Source: an optimization exercise on an open RTL-to-GDS flow (aim: small area). Production flows keep margins and buffers that such runs may drop. Only simulation tests tie the RTL to the original design; equivalence was not proved.

==> design/flow/design.v <==
module key_control( input         Clk,                 
                             Reset,               
                             fe,                  
               input [7:0]   keycode,keycode_2,
               output logic  left,attack,thump,next,ok);
	 logic[1:0] left_in,left_in_1,attack_in,thump_in;
	 enum logic [10:0] {RIGHT,LEFT,ATTACK,ATTACK_1,ATTACK_2,ATTACK_3,ATTACK_4,ATTACK_5,THUMP} curr_state, next_state;
   logic[15:0] key;
	logic left_pre;
	assign key={keycode_2,keycode};
	always_ff @ (posedge Clk)
   begin
        if (Reset)
            curr_state<=RIGHT;
		  else
            curr_state<=next_state;
   end
	always_ff @ (posedge Clk)
	begin
		if (Reset)
		begin
			left_in_1<=2'b0;
			left_pre<=1'b0;
		end
		else if (fe)
		begin
			left_in_1 <= left_in;
			left_pre<=left;
		end
	end
   always_comb
    begin
	   next_state=curr_state;
	 	left_in=left_in_1;
			attack_in=2'b0;
			thump_in=2'b0;
			thump=1'b0;
			left=1'b0;
			attack=1'b0;
			next=1'b0;
			ok=1'b0;
	case (key)
		16'h04:  
		begin
			left_in=2'b1;
			attack_in=2'b0;
			thump_in=2'b0;
		end
		16'h28:
		begin
			ok=1'b1;
		end
		16'h07:  
		begin
			left_in=2'b0;
			attack_in=2'b0;
			thump_in=2'b0;
		end
		16'h0d:
		begin
			attack_in=2'b1;
			thump_in=2'b0;
		end
		16'h2c:
		begin
			next=1'b1;
		end
		16'h0e:
		begin
			thump_in=2'b1;
			attack_in=2'b0;
		end
		16'h041a, 16'h1a04, 16'h0416, 16'h1604, 16'h0704:
		begin
			left_in=2'b1;
			attack_in=2'b0;
			thump_in=2'b0;
		end
		16'h0716, 16'h1607, 16'h071a, 16'h1a07, 16'h0407:
		begin
			left_in=2'b0;
			attack_in=2'b0;
			thump_in=2'b0;
		end
		default : ;
	endcase
	 	case (curr_state)
		RIGHT:
		begin
		if(attack_in==2'b1)
			next_state=ATTACK;
		else if(thump_in==2'b1)
			next_state=THUMP;
		else if (left_in==2'b1)
			next_state=LEFT;
		end
		LEFT:
		begin
		if(attack_in==2'b1)
			next_state=ATTACK;
		else if(thump_in==2'b1)
			next_state=THUMP;
		else if(left_in==2'b0)
			next_state=RIGHT;
			end
		ATTACK:   next_state=ATTACK_1;
		ATTACK_1: next_state=ATTACK_2;
		ATTACK_2: next_state=ATTACK_3;
		ATTACK_3: next_state=ATTACK_4;
		ATTACK_4: next_state=ATTACK_5;
		ATTACK_5:
		begin
		next_state=RIGHT;
		if(left_pre)
			next_state=LEFT;
		end
		THUMP:
		begin
		next_state=RIGHT;
		if(left_pre)
			next_state=LEFT;
		end
		default: ;
	endcase
	case (curr_state)
		RIGHT:
		begin
			left=1'b0;
			attack=1'b0;
		end
		LEFT:
		begin
			left=1'b1;
			attack=1'b0;
		end
		ATTACK, ATTACK_1, ATTACK_2, ATTACK_3, ATTACK_4, ATTACK_5:
		begin
		   attack=1'b1;
			left=left_pre;
		end
		THUMP:
		begin
		   thump=1'b1;
			attack=1'b0;
			left=left_pre;
		end
		default: ;
	endcase
	 end
endmodule
module ISDU (  input logic Clk,Reset,fe,attack,
					input [7:0]   keycode,keycode_2,
				   output logic [7:0]  state,
					output logic fly
				);
   logic[15:0] key;
	assign key={keycode_2,keycode};
	typedef enum logic [10:0] {
						start1_1, 
						start1_2, 
						start2_1, 
						start2_2, 
						start3_1, 
						start3_2, 
						attack_11_1, 
						attack_11_2, 
						attack_12_1, 
						attack_12_2, 
                  attack_12_3, 
						attack_21_1, 
						attack_21_2, 
						attack_22_1, 
                  attack_22_2, 
						attack_23_1, 
						attack_23_2, 
                  attack_23_3 
						} isdu_state_t;
	isdu_state_t State, Next_state, Next_c;
	logic set_zero, set_zero_c, fly_c;
	logic [7:0] state_c;
	logic[5:0] counter;
   always_ff @ (posedge Clk)
	begin
	if (Reset)
		counter<=6'b0;
	else if (fe)
	begin
		counter<=counter+6'd1;
		if(set_zero)
			counter<=6'b0;
	end
	end
	always_ff @ (posedge Clk)
	begin
		if (Reset)
			State <= start1_1;
		else
			State <= Next_state;
	end
	always_ff @ (posedge Clk)
	begin
		if (Reset)
		begin
			Next_state <= start1_1;
			state <= 8'h01;
			fly <= 1'b0;
			set_zero <= 1'b0;
		end
		else if (fe)
		begin
			Next_state <= Next_c;
			state <= state_c;
			fly <= fly_c;
			set_zero <= set_zero_c;
		end
	end
	always_comb
	begin
		set_zero_c=1'b0;
      state_c=8'h01;
		fly_c=1'b0;
		Next_c = State;
		case (State)
			start1_1:
            begin
            if(attack==1'b1)
                Next_c=attack_11_1;
            else
                Next_c=start1_2;
            end
         start1_2:
				begin
            if(attack==1'b1)
                Next_c=attack_11_1;
            else if(counter==6'd30)
                Next_c=start2_1;
				end
			start2_1:
            begin
				if(attack==1'b1)
					 Next_c=attack_11_1;
				else
					Next_c=start2_2;
            end
			start2_2:
				begin
				if(attack==1'b1)
					 Next_c=attack_11_1;
				else if(counter==6'd30)
					 Next_c=start3_1;
				end
			start3_1:
			   Next_c=start3_2;
			start3_2:
			   Next_c=start1_1;
		  	attack_11_1:
				begin
				Next_c=attack_11_2;
				set_zero_c=1'b1;
				end
			attack_11_2:
				begin
				if(counter==6'd10)
					Next_c=attack_12_1;
				end
			attack_12_1:
				begin
				Next_c=attack_12_2;
				set_zero_c=1'b1;
				end
			attack_12_2:
				begin
				if(counter==6'd10)
					Next_c=attack_12_3;
				end
			attack_12_3:
			begin
				if(key==16'h0d)
					Next_c=attack_21_1;
				else
					Next_c=start1_1;
			end
			attack_21_1:
				Next_c=attack_21_2;
			attack_21_2:
				begin
				if(counter==6'd10)
					Next_c=attack_22_1;
				end
			attack_22_1:
				Next_c=attack_22_2;
			attack_22_2:
			begin
			if(counter==6'd10)
				Next_c=attack_23_1;
			end
			attack_23_1:
				Next_c=attack_23_2;
			attack_23_2:
				begin
				if(counter==6'd20)
					Next_c=attack_23_3;
				end
			attack_23_3:
			begin
			if(key==16'h0d)
				Next_c=attack_11_1;
		   else
				Next_c=start1_1;
			end
			default : ;
		endcase
		case (State)
			start1_1 :
					begin
					state_c=8'h01;
               set_zero_c=1'b1;
					end
			start1_2 :
					state_c=8'h01;
			start2_1:
					begin
					state_c=8'h02;
               set_zero_c=1'b1;
					end
			start2_2 :
					state_c=8'h02;
			start3_1 :
					begin
					state_c=8'h03;
               set_zero_c=1'b1;
					end
			start3_2 :
					state_c=8'h03;
			attack_11_1:
			begin
					state_c=8'h05;
					set_zero_c=1'b1;
			end
			attack_11_2:
					state_c=8'h05;
			attack_12_1:
			begin
					state_c=8'h06;
					set_zero_c=1'b1;
			end
			attack_12_2:
					state_c=8'h06;
         attack_12_3:
					state_c=8'h06;
			attack_21_1:
			begin
					state_c=8'h07;
					set_zero_c=1'b1;
			end
			attack_21_2:
					state_c=8'h07;
			attack_22_1:
			begin
					state_c=8'h08;
					set_zero_c=1'b1;
			end
         attack_22_2:
					state_c=8'h08;
			attack_23_1:
			begin
					state_c=8'h09;
					set_zero_c=1'b1;
			end
			attack_23_2:
			begin
					state_c=8'h09;
					fly_c=1'b1;
			end
			attack_23_3:
				   state_c=8'h09;
			default : ;
		endcase
	end
endmodule
module level_state (
input logic Clk,fe,next,Reset,ok,
output logic[10:0] offset,
output logic level_reset,success,level
);
logic me_dead;
assign me_dead=1'b0;
enum logic [3:0] {LEVEL1,TRAN12,LEVEL2,SUCCESS,FAIL} State, Next_state;
always_ff @ (posedge Clk)
	begin
		if (Reset)
			State <= LEVEL1;
		else if (fe)
			State <= Next_state;
	end
always_comb begin
	Next_state =State;
	offset=11'd0;
	success=1'b0;
	level=1'b0;
	level_reset=1'b0;
    case (State)
        LEVEL1:
            begin
            if(next)
              Next_state =  TRAN12;
            end
        TRAN12:
            begin
            Next_state =  LEVEL2;
				level_reset=1'b1;
            end
		  LEVEL2:
            begin
            if(ok)
                Next_state = SUCCESS;
				 else if(me_dead)
				    Next_state = FAIL;
            end
		  SUCCESS:
		  begin
				if(next)
				Next_state =  LEVEL1;
		  end
		  FAIL:
		  begin
				if(next)
				Next_state =  LEVEL1;
		  end
        default:
            Next_state = State;
	endcase
    case(State)
        LEVEL1:
            offset=11'd0;
        TRAN12:
				offset=11'd480;
        LEVEL2:
		  begin
				offset=11'd480;
				level=1'b1;
		  end
		  SUCCESS:
		  begin
				success=1'b1;
				offset=11'd480;
		  end
		  FAIL:
				offset=11'd480;
		  default: ;
	endcase
end
endmodule
module  ball ( input         Clk,                 
                             Reset,               
                             Pos_Reset,           
                             fe,                  
               input [9:0]   DrawX, DrawY,        
               input [7:0]   keycode,keycode_2,
					input [10:0]  Screen_X_Min,
					input [7:0]   state,
					input left,level,
               output logic  is_ball,
					output logic [10:0]  roll,
					output logic [15:0]  relative_address,
					output logic [10:0]  Ball_X_Pos,Ball_Y_Pos
					);
    parameter [10:0] Map_width = 11'd1000;
    logic     [10:0] Screen_X_Max;      
	 parameter [10:0] Screen_Y_Min = 11'd170;        
    parameter [10:0] Screen_Y_Max = 11'd479;      
    parameter [10:0] Ball_X_Step = 11'd5;       
    parameter [10:0] Ball_Y_Step = 11'd5;       
    parameter [10:0] Ball_X_Size = 11'd40;         
	 parameter [10:0] Ball_Y_Size = 11'd50;         
	 parameter [10:0] Attack_Width = 11'd100;
	 parameter [10:0] Attack_Height = 11'd100;
    parameter [10:0] zero = 11'd0;
    logic [10:0] Ball_X_Motion, Ball_Y_Motion, Ball_X_Motion_c, Ball_Y_Motion_c;
    logic [10:0] Ball_X_Pos_in,  Ball_Y_Pos_in ;
	 logic [10:0] roll_c;
	assign Screen_X_Max = Screen_X_Min + 11'd639;
    always_ff @ (posedge Clk)
    begin
        if (Pos_Reset)
        begin
            Ball_X_Pos <= 11'd100;
            Ball_Y_Pos <= 11'd230;
        end
        else
        begin
            Ball_X_Pos <= Ball_X_Pos_in;
            Ball_Y_Pos <= Ball_Y_Pos_in;
        end
    end
   logic[15:0] key;
	assign key={keycode_2,keycode};
	always_ff @ (posedge Clk)
	begin
		if (Reset)
		begin
			roll <= 11'd0;
			Ball_X_Motion <= 11'd0;
			Ball_Y_Motion <= 11'd0;
			Ball_X_Pos_in <= 11'd100;
			Ball_Y_Pos_in <= 11'd230;
		end
		else if (fe)
		begin
			roll <= roll_c;
			Ball_X_Motion <= Ball_X_Motion_c;
			Ball_Y_Motion <= Ball_Y_Motion_c;
			Ball_X_Pos_in <= Ball_X_Pos + Ball_X_Motion_c;
			Ball_Y_Pos_in <= Ball_Y_Pos + Ball_Y_Motion_c;
		end
	end
	always_comb
	begin
		roll_c = Ball_X_Motion;
		if(Ball_X_Pos_in<11'd320 || Ball_X_Pos_in>(Map_width-11'd320))
			roll_c = 11'b0;
	end
	always_comb
		begin
				Ball_X_Motion_c = Ball_X_Motion;
				Ball_Y_Motion_c = Ball_Y_Motion;
				if( Ball_Y_Pos + Ball_Y_Size >= Screen_Y_Max&&((keycode==8'h16)||(keycode_2==8'h16)))   
				begin
                Ball_Y_Motion_c = 11'd0;
					 Ball_X_Motion_c = 11'd0;
				end
            else if ( Ball_Y_Pos <= Screen_Y_Min + Ball_Y_Size &&((keycode==8'h1a)||(keycode_2==8'h1a)))   
				begin
                Ball_Y_Motion_c = 11'd0;
					 Ball_X_Motion_c = 11'd0;
				end
            else if( Ball_X_Pos + Ball_X_Size >= Screen_X_Max&&((keycode==8'h07)||(keycode_2==8'h07)))   
				begin
            	 Ball_X_Motion_c = 11'd0;
					 Ball_Y_Motion_c = 11'd0;
				end
            else if ( Ball_X_Pos <= Screen_X_Min +  Ball_X_Size&&((keycode==8'h04)||(keycode_2==8'h04)))  
				begin
                Ball_X_Motion_c = 11'd0;
					 Ball_Y_Motion_c = 11'd0;
				end
				else if( level&& (Ball_Y_Pos + Ball_Y_Size) == 11'd320 &&((keycode==8'h1a)||(keycode_2==8'h1a)) && Ball_X_Pos<=(11'd558+Ball_X_Size))
				begin
                Ball_Y_Motion_c = 11'd0;
				end
				else
				begin
             case (key)
					16'h04:  
					begin
								 Ball_X_Motion_c = (~(Ball_X_Step)+1'b1);
								 Ball_Y_Motion_c = zero;
					end
					16'h07:  
					begin
								 Ball_X_Motion_c = Ball_X_Step;
								 Ball_Y_Motion_c = zero;
					end
					16'h1a:  
					begin
								 Ball_Y_Motion_c = (~(Ball_Y_Step) + 1'b1);
								 Ball_X_Motion_c = zero;
					end
					16'h16:  
					begin
								 Ball_Y_Motion_c = Ball_Y_Step;
								 Ball_X_Motion_c = zero;
					end
					16'h041a, 16'h1a04:  
					begin
								 Ball_X_Motion_c = (~(Ball_X_Step)+1'b1);
								 Ball_Y_Motion_c = (~(Ball_Y_Step) + 1'b1);
					end
					16'h0416, 16'h1604:  
					begin
								 Ball_Y_Motion_c = Ball_Y_Step;
								 Ball_X_Motion_c = (~(Ball_X_Step)+1'b1);
					end
					16'h0716, 16'h1607:  
					begin
								 Ball_X_Motion_c = Ball_X_Step;
								 Ball_Y_Motion_c = Ball_Y_Step;
					end
					16'h071a, 16'h1a07:  
					begin
								 Ball_Y_Motion_c = (~(Ball_Y_Step) + 1'b1);
								 Ball_X_Motion_c = Ball_X_Step;
					end
					16'h0704:  
					begin
								 Ball_X_Motion_c = Ball_X_Step;
								 Ball_Y_Motion_c = zero;
					end
					16'h0407:  
					begin
								 Ball_X_Motion_c = (~(Ball_X_Step)+1'b1);
								 Ball_Y_Motion_c = zero;
					end
					16'h1a16:  
					begin
								 Ball_Y_Motion_c = (~(Ball_Y_Step) + 1'b1);
								 Ball_X_Motion_c = zero;
					end
					16'h161a:  
					begin
								 Ball_Y_Motion_c = Ball_Y_Step;
								 Ball_X_Motion_c = zero;
					end
					default:
					begin
								 Ball_Y_Motion_c = zero;
								 Ball_X_Motion_c = zero;
					end
				endcase
				end
        end
    int DistX, DistY;
	 int Width_left;
	 int Width_right;
	 int Width_half_height;
    assign DistX = DrawX+Screen_X_Min - Ball_X_Pos;
    assign DistY = DrawY - Ball_Y_Pos;
    always_comb begin
		  Width_left=Ball_X_Size;
		  Width_right=Ball_X_Size;
		  Width_half_height=Ball_Y_Size;
		  if(state>=8'h05)
			  begin
			  Width_left=Ball_X_Size;
			  Width_right=Attack_Width-Width_left;
			  Width_half_height=Attack_Height/11'd2;
			  if(left)
				  begin
				  Width_right=Ball_X_Size;
				  Width_left=Attack_Width-Width_right;
				  Width_half_height=Attack_Height/11'd2;
				  end
			  end
		  if (DistX<Width_right && DistX+Width_left>0 &&  DistY*DistY < Width_half_height*Width_half_height)
            is_ball = 1'b1;
        else
            is_ball = 1'b0;
		  relative_address=16'hffff;
        if(is_ball)
			  begin
			  relative_address=(DrawX+Screen_X_Min +Ball_X_Size- Ball_X_Pos)+ (DistY+Width_half_height)*(Width_left+Width_right);
			  if(left)
					relative_address=(Ball_X_Size-DrawX-Screen_X_Min + Ball_X_Pos)+ (DistY+Width_half_height)*(Width_left+Width_right);
			  end
	end
endmodule
module  Background( input    Clk,                 
                             Reset,               
                             fe,                  
					 input [10:0]   roll,offset,
                input [9:0]   DrawX, DrawY,        
			       output logic [19:0]  relative_address,
                output logic [10:0]  Screen_X_Min
                    );
    logic [10:0] Screen_X_Min_update, Screen_X_Min_c;
	 parameter[10:0] Map_width=11'd1000;
	 parameter[10:0] Screen_width=11'd640;
    always_ff @(posedge Clk ) begin
        if(Reset)
            Screen_X_Min<=11'd10;
        else
            Screen_X_Min<=Screen_X_Min_update;
    end
    always_ff @(posedge Clk ) begin
        if(Reset)
            Screen_X_Min_update<=11'd10;
        else if(fe)
            Screen_X_Min_update<=Screen_X_Min_c;
    end
    always_comb begin
        Screen_X_Min_c=Screen_X_Min+roll;
		  if(Screen_X_Min_c<11'd5)
                Screen_X_Min_c=11'd5;
		  else if(Screen_X_Min_c>(Map_width-Screen_width))
				    Screen_X_Min_c=Map_width-Screen_width;
	 end
 assign relative_address=(Screen_X_Min+DrawX)+(DrawY+offset)*Map_width;
endmodule
module  Little_Boss ( input         Clk,                 
                             Reset,               
                             frame_clk,           
               input [9:0]   DrawX, DrawY,        
					input logic [9:0] main_X_Pos,main_Y_Pos,
               output logic  is_enemy,
					output logic[15:0]  relative_address
              );
    parameter [9:0] Screen_X_Center = 10'd320;   
    parameter [9:0] Screen_Y_Center = 10'd240;   
    parameter [9:0] Ball_X_Step = 10'd2;       
    parameter [9:0] Ball_Y_Step = 10'd1;       
    parameter [9:0] Ball_X_Size = 10'd30;         
    parameter [9:0] Ball_Y_Size = 10'd46;         
    logic [9:0] Ball_X_Pos, Ball_X_Motion, Ball_Y_Pos, Ball_Y_Motion;
    logic [9:0] Ball_X_Pos_in, Ball_X_Motion_in, Ball_Y_Pos_in, Ball_Y_Motion_in;
    logic frame_clk_delayed, frame_clk_rising_edge;
    always_ff @ (posedge Clk) begin
        if (Reset) begin
            frame_clk_delayed <= 1'b0;
            frame_clk_rising_edge <= 1'b0;
        end else begin
            frame_clk_delayed <= frame_clk;
            frame_clk_rising_edge <= (frame_clk == 1'b1) && (frame_clk_delayed == 1'b0);
        end
    end
    always_ff @ (posedge Clk)
    begin
        if (Reset)
        begin
            Ball_X_Pos <= Screen_X_Center;
            Ball_Y_Pos <= Screen_Y_Center;
            Ball_X_Motion <= Ball_X_Step;
            Ball_Y_Motion <= Ball_Y_Step;
        end
        else
        begin
            Ball_X_Pos <= Ball_X_Pos_in;
            Ball_Y_Pos <= Ball_Y_Pos_in;
            Ball_X_Motion <= Ball_X_Motion_in;
            Ball_Y_Motion <= Ball_Y_Motion_in;
        end
    end
    always_comb
    begin
        Ball_X_Pos_in = Ball_X_Pos;
        Ball_Y_Pos_in = Ball_Y_Pos;
        Ball_X_Motion_in = Ball_X_Motion;
        Ball_Y_Motion_in = Ball_Y_Motion;
		 if (frame_clk_rising_edge)
		 begin
        if ((Ball_Y_Pos>main_Y_Pos-Ball_X_Size&&Ball_Y_Pos<main_Y_Pos+Ball_X_Size)&&(Ball_X_Pos>main_X_Pos-Ball_X_Size&&Ball_X_Pos<main_X_Pos+Ball_X_Size))
        begin
        Ball_X_Pos_in = Ball_X_Pos;
        Ball_Y_Pos_in = Ball_Y_Pos;
        end
		  else
		  begin
				Ball_Y_Motion_in = 10'd0;
				Ball_X_Motion_in = 10'd0;
				if(main_X_Pos>Ball_X_Pos)
					Ball_X_Motion_in=Ball_X_Step;
				if(main_Y_Pos>Ball_Y_Pos)
					Ball_Y_Motion_in=Ball_Y_Step;
				if(main_X_Pos<Ball_X_Pos)
					Ball_X_Motion_in=(~(Ball_X_Step) + 1'b1);
				if(main_Y_Pos<Ball_Y_Pos)
					Ball_Y_Motion_in=(~(Ball_Y_Step) + 1'b1);
				Ball_X_Pos_in = Ball_X_Pos + Ball_X_Motion;
				Ball_Y_Pos_in = Ball_Y_Pos + Ball_Y_Motion;
		  end
		  end
    end
    int DistX, DistY;
    assign DistX = DrawX - Ball_X_Pos;
    assign DistY = DrawY - Ball_Y_Pos;
    always_comb begin
        if ( DistX*DistX < 900 &&  DistY*DistY < 2116  )
            is_enemy = 1'b1;
        else
            is_enemy = 1'b0;
        relative_address=16'b0;
        if(is_enemy)
            relative_address=(DrawX-Ball_X_Pos+Ball_X_Size)+ (DrawY- Ball_Y_Pos+Ball_Y_Size)*10'd60;
	 end
endmodule
module enemy ( input         Clk,                 
                             Reset,               
                             frame_clk,           
                             fe,                  
               input [9:0]   DrawX, DrawY,        
               input [10:0]  Screen_X_Min,
					input [10:0]  S_X_Pos, S_Y_Pos,
					input [10:0]  Ball_X_Pos, Ball_Y_Pos,
					input attack,fly,left,
					output logic  is_enemy,enemy_left,beida,is_en_blood_bar,
					output logic[15:0]  relative_address,
               output logic[1:0] en_move
				  );
    localparam [10:0] Map_width=11'd1000;
	 localparam [10:0] Map_X_Min=11'd0000;
    parameter [10:0] Screen_Y_Min = 11'd170;        
    parameter [10:0] Screen_Y_Max = 11'd479;      
    parameter [10:0] En_X_Step = 11'd2;       
    parameter [10:0] En_Y_Step = 11'd2;       
    parameter [10:0] En_X_Size = 11'd30;         
    parameter [10:0] En_Y_Size = 11'd46;         
	 logic beida_t,enemy_left_in,back;
	 logic beida_c,enemy_left_in_c,back_c;
	 logic [1:0] en_move_c;
	 logic[9:0] inner_counter,counter;
    logic [10:0] En_X_Pos, En_Y_Pos, En_Y_Motion;
    logic [10:0] En_X_Pos_in, En_X_Motion, En_X_Motion_in, En_Y_Pos_in, En_Y_Motion_in;
	 int DX, DY;
    assign DX = Ball_X_Pos-En_X_Pos;
    assign DY = Ball_Y_Pos-En_Y_Pos;
	 assign beida_t=(attack && (DX*DX)<((32+50)*(32+50)) && (DY*DY)<((47+50)*(47+50)));
	 typedef enum logic [3:0] {NORMAL_11,NORMAL_12,NORMAL_21,NORMAL_22,NORMAL_31,NORMAL_32,BEIDA,BACK} en_state_t;
	 en_state_t curr_state, next_state, next_state_c;
	always_ff @ (posedge Clk)
	begin
	if(Reset)
	begin
		curr_state<=NORMAL_11;
		enemy_left<=1'b0;
	end
	else
	begin
		curr_state<=next_state;
		enemy_left<=enemy_left_in;
	end
	end
	always_ff @ (posedge Clk)
	begin
	if (Reset)
	begin
		counter<=10'd0;
		inner_counter<=10'd0;
		beida<=1'b0;
		back<=1'b0;
		next_state<=NORMAL_11;
		enemy_left_in<=1'b0;
		en_move<=2'b00;
	end
	else if (fe)
	begin
		counter<=inner_counter;
		inner_counter<=counter+10'd1;
		beida<=beida_c;
		back<=back_c;
		next_state<=next_state_c;
		enemy_left_in<=enemy_left_in_c;
		en_move<=en_move_c;
	end
	end
	always_comb
	begin
	 beida_c=1'b0;
	 back_c=1'b0;
	 next_state_c=curr_state;
	 enemy_left_in_c=~(En_X_Motion_in==En_X_Step);
	 en_move_c=2'b11;
	 case(curr_state)
     NORMAL_11, NORMAL_21, NORMAL_31:
                begin
					 if(curr_state==NORMAL_11) next_state_c=NORMAL_12;
					 if(curr_state==NORMAL_21) next_state_c=NORMAL_22;
					 if(curr_state==NORMAL_31) next_state_c=NORMAL_32;
					 if(beida_t)
						next_state_c=BEIDA;
                end
	  NORMAL_12:
                begin
					 if(counter==10'd10)
						next_state_c=NORMAL_21;
					 if(beida_t)
						next_state_c=BEIDA;
                end
	  NORMAL_22:
                begin
					 if(counter==10'd10)
						next_state_c=NORMAL_31;
					 if(beida_t)
						next_state_c=BEIDA;
                end
	  NORMAL_32:
                begin
					 if(counter==10'd10)
						next_state_c=NORMAL_11;
					 if(beida_t)
						next_state_c=BEIDA;
                end
	  BEIDA:
                begin
					 if(fly)
						next_state_c=BACK;
					 else if(counter==10'd25)
						next_state_c=NORMAL_11;
                end
		BACK:
						next_state_c=NORMAL_11;
		default: ;
	endcase
	case (curr_state)
	  NORMAL_11, NORMAL_12:
                en_move_c=2'b00;
     NORMAL_21, NORMAL_22:
                en_move_c=2'b01;
     NORMAL_31, NORMAL_32:
                en_move_c=2'b10;
	  BEIDA:
					 beida_c=1'b1;
	  BACK:
					 begin
					 back_c=1'b1;
					 beida_c=1'b1;
					 end
	  default: ;
	endcase
	end
    logic frame_clk_delayed, frame_clk_rising_edge;
    always_ff @ (posedge Clk) begin
        if (Reset) begin
            frame_clk_delayed <= 1'b0;
            frame_clk_rising_edge <= 1'b0;
        end else begin
            frame_clk_delayed <= frame_clk;
            frame_clk_rising_edge <= (frame_clk == 1'b1) && (frame_clk_delayed == 1'b0);
        end
    end
    always_ff @ (posedge Clk)
    begin
        if (Reset)
        begin
            En_X_Pos <= S_X_Pos;
            En_Y_Pos <= S_Y_Pos;
            En_X_Motion <= En_X_Step;
            En_Y_Motion <= En_Y_Step;
        end
        else
        begin
            En_X_Pos <= En_X_Pos_in;
            En_Y_Pos <= En_Y_Pos_in;
            En_X_Motion <= En_X_Motion_in;
            En_Y_Motion <= En_Y_Motion_in;
        end
    end
    always_comb
    begin
        En_X_Pos_in = En_X_Pos;
        En_Y_Pos_in = En_Y_Pos;
        En_X_Motion_in = En_X_Motion;
        En_Y_Motion_in = En_Y_Motion;
        if (frame_clk_rising_edge)
        begin
				if( En_Y_Pos + En_Y_Size >= Screen_Y_Max)   
                En_Y_Motion_in = (~(En_Y_Step) + 1'b1);
            else if ( En_Y_Pos <= Screen_Y_Min + En_Y_Size)   
                En_Y_Motion_in = En_Y_Step;
            else if( En_X_Pos + En_X_Size >= Map_width)   
                En_X_Motion_in = (~(En_X_Step) + 1'b1);
            else if ( En_X_Pos <= Map_X_Min +  En_X_Size)  
                En_X_Motion_in = En_X_Step;
				if(~beida)
				begin
				En_X_Pos_in = En_X_Pos + En_X_Motion;
				En_Y_Pos_in = En_Y_Pos + En_Y_Motion;
				end
				else if(back)
				begin
					if(~left)
						En_X_Pos_in = En_X_Pos +11'd7;
					else
						En_X_Pos_in = En_X_Pos +~(11'd7)+11'd1;
				end
        end
    end
    int DistX, DistY;
    assign DistX = DrawX+Screen_X_Min - En_X_Pos;
    assign DistY = DrawY - En_Y_Pos;
    always_comb
	 begin
	 is_en_blood_bar=1'b0;
	 if(DistY+60>=0 && DistY+50<=0 && DistX+25<=50 && DistX+25>=0)
			is_en_blood_bar=1'b1;
	  if ( DistX*DistX < 900 &&  DistY*DistY < 2116  )
			is_enemy = 1'b1;
	  else
			is_enemy = 1'b0;
	  relative_address=16'hffff;
	  if(is_enemy)
		  begin
		  relative_address=(Screen_X_Min+DrawX+En_X_Size-En_X_Pos)+ (DrawY+En_Y_Size- En_Y_Pos)*(En_X_Size*2);
		  if(enemy_left)
		  relative_address=(En_X_Pos+En_X_Size-Screen_X_Min-DrawX)+ (DrawY+En_Y_Size- En_Y_Pos)*(En_X_Size*2);
		  end
	 end
endmodule
module blood_bar (
    input Clk,
    input[6:0] blood,
    input [9:0] DrawX, DrawY,
    output logic is_blood_bar,
    output logic white_q,
    output logic [15:0] relative_addr
);
logic white;
always_ff @ (posedge Clk) begin
	white_q<=white;
	relative_addr<=DrawX+ DrawY*10'd68;
end
always_comb begin
    is_blood_bar=(DrawX<10'd68 && DrawY<10'd86);
    white=1'b0;
    if(DrawX>blood && DrawX<10'd64 && DrawY>10'd74 && DrawY<10'd82)
        white=1'b1;
end
endmodule
module RGB_SUCCESS (input success,
                  input [9:0]   DrawX, DrawY,        
                  output logic [17:0] address,
                  output logic show_success);
int DistX, DistY;
always_comb begin
DistX = DrawX - 300;
DistY = DrawY - 200;
address=DistX+145+(DistY+172)*(291);
show_success=1'b0;
if(success && (DistX*DistX) < (145 *145) &&  (DistY*DistY) < (172*172))
    show_success=1'b1;
end
endmodule
module dadnme_engine (
    input  logic        Clk,
    input  logic        Reset,         
    input  logic        vs,            
    input  logic [7:0]  keycode, keycode_2,
    input  logic [9:0]  DrawX, DrawY,  
    output logic        is_ball,
    output logic [15:0] me_addr,
    output logic [7:0]  me_state,
    output logic        is_enemy,
    output logic [15:0] en_addr,
    output logic [1:0]  en_move,
    output logic        en_beida,
    output logic        is_en_blood_bar,
    output logic        is_enemy3,
    output logic [15:0] en_addr3,
    output logic        is_blood_bar,
    output logic [15:0] bb_addr,
    output logic        bb_white,
    output logic [19:0] bg_addr,
    output logic        show_success,
    output logic [17:0] success_addr,
    output logic        level
);
    logic vs_q, fe;
    always_ff @ (posedge Clk) begin
        if (Reset) vs_q <= 1'b0;
        else       vs_q <= vs;
    end
    assign fe = vs & ~vs_q;
    logic left, attack, thump, next, ok, fly;
    logic [7:0] state;
    logic [10:0] Screen_X_Min, roll, offset;
    logic [10:0] Ball_X_Pos, Ball_Y_Pos;
    logic level_reset, success;
    key_control key_contro(.Clk(Clk), .Reset(Reset), .fe(fe), .keycode(keycode), .keycode_2(keycode_2),
                           .left(left), .attack(attack), .thump(thump), .next(next), .ok(ok));
    ISDU state_machine(.Clk(Clk), .Reset(Reset), .fe(fe), .attack(attack), .keycode(keycode), .keycode_2(keycode_2),
                       .state(state), .fly(fly));
    assign me_state = state;
    level_state ls(.Clk(Clk), .fe(fe), .next(next), .Reset(Reset), .ok(ok),
                   .offset(offset), .level_reset(level_reset), .success(success), .level(level));
    ball ball_instance(.Clk(Clk), .Reset(Reset), .Pos_Reset(Reset || level_reset), .fe(fe),
                       .DrawX(DrawX), .DrawY(DrawY), .keycode(keycode), .keycode_2(keycode_2),
                       .Screen_X_Min(Screen_X_Min), .state(state), .left(left), .level(level),
                       .is_ball(is_ball), .roll(roll), .relative_address(me_addr),
                       .Ball_X_Pos(Ball_X_Pos), .Ball_Y_Pos(Ball_Y_Pos));
    Background bg(.Clk(Clk), .Reset(Reset), .fe(fe), .roll(roll), .offset(offset),
                  .DrawX(DrawX), .DrawY(DrawY), .relative_address(bg_addr), .Screen_X_Min(Screen_X_Min));
    Little_Boss lb(.Clk(Clk), .Reset(Reset), .frame_clk(vs), .DrawX(DrawX), .DrawY(DrawY),
                   .main_X_Pos(Ball_X_Pos[9:0]), .main_Y_Pos(Ball_Y_Pos[9:0]),
                   .is_enemy(is_enemy3), .relative_address(en_addr3));
    logic is_enemy1, is_enemy2, enemy_left1, enemy_left2, beida1, beida2;
    logic is_en_blood_bar1, is_en_blood_bar2;
    logic [15:0] en_addr1, en_addr2;
    logic [1:0] en_move1, en_move2;
    enemy en2(.Clk(Clk), .Reset(Reset), .frame_clk(vs), .fe(fe), .DrawX(DrawX), .DrawY(DrawY),
              .Screen_X_Min(Screen_X_Min), .S_X_Pos(11'd100), .S_Y_Pos(11'd200),
              .Ball_X_Pos(Ball_X_Pos), .Ball_Y_Pos(Ball_Y_Pos), .attack(attack), .fly(fly), .left(left),
              .is_enemy(is_enemy2), .enemy_left(enemy_left2), .beida(beida2), .is_en_blood_bar(is_en_blood_bar2),
              .relative_address(en_addr2), .en_move(en_move2));
    enemy en1(.Clk(Clk), .Reset(Reset), .frame_clk(vs), .fe(fe), .DrawX(DrawX), .DrawY(DrawY),
              .Screen_X_Min(Screen_X_Min), .S_X_Pos(11'd200), .S_Y_Pos(11'd100),
              .Ball_X_Pos(Ball_X_Pos), .Ball_Y_Pos(Ball_Y_Pos), .attack(attack), .fly(fly), .left(left),
              .is_enemy(is_enemy1), .enemy_left(enemy_left1), .beida(beida1), .is_en_blood_bar(is_en_blood_bar1),
              .relative_address(en_addr1), .en_move(en_move1));
    assign is_en_blood_bar = is_en_blood_bar1 || is_en_blood_bar2;
    assign is_enemy = is_enemy1 || is_enemy2;
    always_comb begin
        if ({is_enemy2, is_enemy1} == 2'b10) begin
            en_addr  = en_addr2;
            en_move  = en_move2;
            en_beida = beida2;
        end else begin
            en_addr  = en_addr1;
            en_move  = en_move1;
            en_beida = beida1;
        end
    end
    blood_bar me_bb(.Clk(Clk), .blood(7'd0), .DrawX(DrawX), .DrawY(DrawY),
                    .is_blood_bar(is_blood_bar), .white_q(bb_white), .relative_addr(bb_addr));
    RGB_SUCCESS rgb_s(.success(success), .DrawX(DrawX), .DrawY(DrawY),
                      .address(success_addr), .show_success(show_success));
endmodule
==> design/flow/run.sh <==
#!/bin/bash
# synth_recipe.tcl (not shown) runs the flow's synth.tcl, then flattens the netlist and writes it again
# the make line also repeats each setting of config.mk as NAME=value (left out here)
make -C /OpenROAD-flow-scripts/flow DESIGN_CONFIG=/design/flow/config.mk WORK_HOME=/design/flow/orfs CLKGATE_MAP_FILE= SYNTH_SCRIPT=/design/flow/synth_recipe.tcl finish
==> design/flow/config.mk <==
export PLATFORM = sky130hd
export DESIGN_NAME = dadnme_engine
export DESIGN_NICKNAME = dadnme_engine
export VERILOG_FILES = /design/flow/design.v
export SDC_FILE = /design/flow/constraint.sdc
export NUM_CORES = 4
export LEC_CHECK = 0
export CAP_MARGIN = 20
export CORE_MARGIN = 2
export CORE_UTILIZATION = 40
export SLEW_MARGIN = 20
==> design/flow/constraint.sdc <==
create_clock -name core_clock -period 25.0 [get_ports {Clk}]
set_input_delay 5.0000 -clock core_clock [delete_from_list [all_inputs] [get_ports {Clk}]]
set_output_delay 5.0000 -clock core_clock [all_outputs]
set_load 0.01 [all_outputs]
==> run notes <==
-- metrics by stage --
stage          cell area, um^2
2_1_floorplan           127400
3_3_place_gp            134400
3_5_place_dp            134400
4_1_cts                 135900
5_1_grt                 135900
6_report                135900
-- per-layer routing --
layer  share of wire, %  GRT usage [%]  up-vias
li1                   -              -    46890
met1                 45          30.20    48000
met2                 46          36.91     2166
met3                4.7          2.211      467
met4                4.8          8.878        8
met5              0.014              0        -
-- cell type report --
| cell class | count | area share, % |
|---|---|---|
| sequential | 315 | 4.641 |
| inverter | 3688 | 10.19 |
| clock buffer | 57 | 0.8747 |
| antenna | 7 | 0.01289 |
| timing repair buffer | 323 | 2.062 |
| clock inverter | 21 | 0.1860 |
| tap | 4180 | 3.849 |
| multi-input combinational | 10550 | 78.19 |
-- worst reg2reg max path, delay by kind of cell (launching register included) --
family	cells	cell delay, ns
AOI/OAI and AO/OA	14	3.32
xor gates and xnor gates	2	0.62
adders and majority gates	7	3.22
buffers and inverters	5	1.19
DFF	1	0.65
muxes	1	0.14
and+or+nand+nor	5	1.26
-- cells in the final DEF (no fill, tap or decap), drive strengths merged, types with 82 or more instances in the layout --
cell type         n
a211oi          103
a21o            243
a21oi           712
a31oi            82
and2            121
buf             171
clkdlybuf4s50   151
dfxtp           315
fa             2352
ha             1699
inv            3644
nand2          1095
nand2b          159
nand3           163
nor2           1037
nor2b           171
nor3            202
o21a             97
o21ai           430
o21bai          104
xnor2           554
xor2            194
-- kinds of logic after synthesis --
group / Yosys count / synth area share (%)
fa+ha+maj: 4052 / 53.64
buf+inv: 3986 / 11.78
simple gates: 3371 / 12.20
compound gates: 2297 / 11.61
xor+xnor: 755 / 5.265
flops: 315 / 4.949
mux: 67 / 0.5450
other cells: 2 / 0.005894
-- what timing repair did --
action                                 CTS  global route
gates resized for setup                  0             1
setup endpoints to repair                0             8
endpoints found under the hold margin    0             0
-- path summary, 6_finish.rpt --
kind,startpoint,endpoint,slack [ns]
max,DrawX[1],en_addr[8],0.69
max reg2reg,en1.En_X_Pos[1]$_SDFFE_PP0P_,en1.next_state[2]$_SDFFE_PP0P_,14.48
min reg2reg,ball_instance.Ball_Y_Pos_in[7]$_SDFFE_PP1P_,ball_instance.Ball_Y_Pos[7]$_SDFF_PP1_,0.39
min,ball_instance.Ball_Y_Pos_in[7]$_SDFFE_PP1P_,ball_instance.Ball_Y_Pos[7]$_SDFF_PP1_,0.39
==> results.env <==
LARGEST_NET_DEGREE_AT_THE_START_OF_GLOBAL_ROUTING=96
CP.BUFFERS_INVERTERS=11
CLOCK-SKEW-FINAL_NS=0.05318
WORST_R2R_PATH_DEPTH=34
DIE_AREA_UM2=323100
DPL.CELL_COUNT=19050
FINAL-SETUP-VIOL-COUNT=0
HPWL_DETAILED_UM=310300
AREA_TAKEN_BY_FLIP_FLOPS_AND_LATCHES_UM2=6306
CRITPATHSLOWESTCELL='sky130_fd_sc_hd__o311ai_1'
POSTCTSSETUPREPAIRBUFS=0
TIMING_WORST_SLEW_PIN_VALUE_NS=1.229
DETAIL_ROUTE.WIRELENGTH_UM=357200
GLOBALPLACE.CONGESTION=0.9946
DIE_WIDTH_UM=568.4
INITIAL_ANTENNA_VIOLATION_COUNT=14
CTS.CLK_SLEW.WORST_PATHS_NS=0.06
CRITPATHMAXSTAGEDELAY_NS=0.80
YS.WARNINGS.COUNT=10
SYNTH_AREA_LEADERS='sky130_fd_sc_hd__fa_1 (37%), sky130_fd_sc_hd__ha_1 (17%), sky130_fd_sc_hd__inv_1 (11%)'
CRITICAL-PATH-TOP-DELAY-FAMILY='adder cells'
HOLDCRITPATHCLASS='reg -> reg'
SYNTH-EDFF-COUNT=0
FIRST_PASS_ITERS=6
SYNTH.LIB_CELLS_USED.DISTINCT=103
TIMING.CRITICAL_PATH.REQUIRED_NS=20.00
SYNTH_TOP_CELL_BY_AREA='sky130_fd_sc_hd__fa_1'
FINALHOLDVIOLCOUNT=0
ENDPOINT_KIND='output port'
FINAL_WORST_SETUP_SLACK_NS=0.6882
YOSYSMOSTFREQUENTCELL='sky130_fd_sc_hd__inv_1'
CLOCK_TREE_ROOT='sky130_fd_sc_hd__clkbuf_16'
MAX_FREQ_MHz=41.13
HOLDPATHSTAGES=1
NUMPORTBUFFERS=155
CRITICAL_PATH_DEPTH=47
VIAS_IN_THE_FIRST_GLOBAL_ROUTE=101100
SEQUENTIAL_SHARE_OF_THE_SYNTHESIZED_AREA_PCT=4.949
MULTIINPUTGATEAREA_UM2=106200
DETAIL_ROUTE.ITER0.VIOLATIONS=5881
GLOBAL_ROUTE_WIRE_LENGTH_BEFORE_REPAIR_UM=571900
STARTPOINT_TYPE='input port'
LARGEST_REGISTER='me_bb.relative_addr'
POSTSYNTHREGISTERBITS=315
TRITONCTS_CLOCK_TREE='built'
SYNTH_TOP_FLOP_CELL='sky130_fd_sc_hd__dfxtp_1'
FINALWORSTPATHREQUIREDPERIOD_NS=24.31
SETUP_TNS_AFTER_FINAL_LAYOUT_NS=0
POST_LAYOUT_NONFILLER_INSTANCES=19140
RSZ0062_AT_GRT='no'
DRT-WIRELENGTH-PER-CELL_UM=18.66
PATH_COMMON_CELL='sky130_fd_sc_hd__fa_1'
FINAL_NET_COUNT=19010
MAX-SLEW-MARGIN-REL_PCT=17.18
CTS-ROOT-TO-SINK-BUFFERS=3
SYNTH.CELLS.MOST_FREQUENT='sky130_fd_sc_hd__inv_1 (3632), sky130_fd_sc_hd__fa_1 (2352), sky130_fd_sc_hd__ha_1 (1699), sky130_fd_sc_hd__nand2_1 (1095), sky130_fd_sc_hd__nor2_1 (1036)'
CRIT_PATH_MAX_FANOUT=37
SYNTH_TOP_AREA_SHARE_PCT=36.95
POST_DRT_VIA_CELL_RATIO=5.096
ASYNC_RESET_FF_SHARE_PCT=0
INITIAL_UTILIZATION_PCT=40.13
STATUS='timing/DRC/antenna clean'
ROWS=207
PRECTSSETUPSLACK_NS=0.5809
NUMCTSBUFFERS=43
FILL_CELLS=32090
CTS.HOLD.BUFFERS_ADDED=0
SYN_INST=14850
FLOORPLAN.CORE_AREA_UM2=317500
FINAL_CORE_AREA_UTILIZATION_PCT=42.79
FINAL-MAX-SLEW-VIOLATION-COUNT=0
HOLD_WS_NS=0.3939
LARGEST_REG_FLOPS=16
DRIVE_ABOVE_1_SHARE_PCT=2.448
CRIT_TYPE='in -> out'
GRT_USAGE_PCT=22.40
DRC_ERRORS=0
SYNTH.CELL_AREA_UM2=127400
WORST_SKEW_PAIR_LATER_PIN_LATENCY_NS=0.62
LAYOUT-AREA-OVERHEAD-VS-SYNTH_PCT=6.643
PERIOD_SHARE_PCT=97.25
CLKSINKCOUNT=315
GRT-OVFL-TOTAL=0
DRT.ANTENNA.VIOLATING_NETS=0
NUM_IO_PINS=160
MAX_CAP_VIOL_COUNT=0
OVERALL_VIA_COUNT_FROM_DETAIL_ROUTE=97530
HTREE_LEVELS=2
SYN_AVG_CELL_AREA_UM2=8.584
CP_DATA_ARRIVAL_TIME_NS=19.31
FP.DIEH_UM=568.4

separate check: timing with driven ports:
Ports are ideal in the flow. The routed layout listed here was re-timed in OpenROAD. Step 1: set_driving_cell puts a clkbuf_16 on Clk and a buf_2 on each other input, an assumption about the parent block. Step 2 moves the port delays by t, midway between the first and last clock arrival at a register: inputs arrive t later, outputs are due t later. That takes back most of the time a late clock gives input paths. Slacks: no drivers / after step 1 / after step 2; pairs: no drivers / after step 1.
t, ns: 0.653
setup WS [ns]: 0.688 / 0.658 / 0.658
worst setup path after step 2: input to output
worst slew at a driven data input, ns: 0.19
cell pins on the clock port's net: 1
After both steps this run still meets setup and hold. The setup slack of this run moves by -0.030 ns with the drivers and by -0.030 ns with both steps.
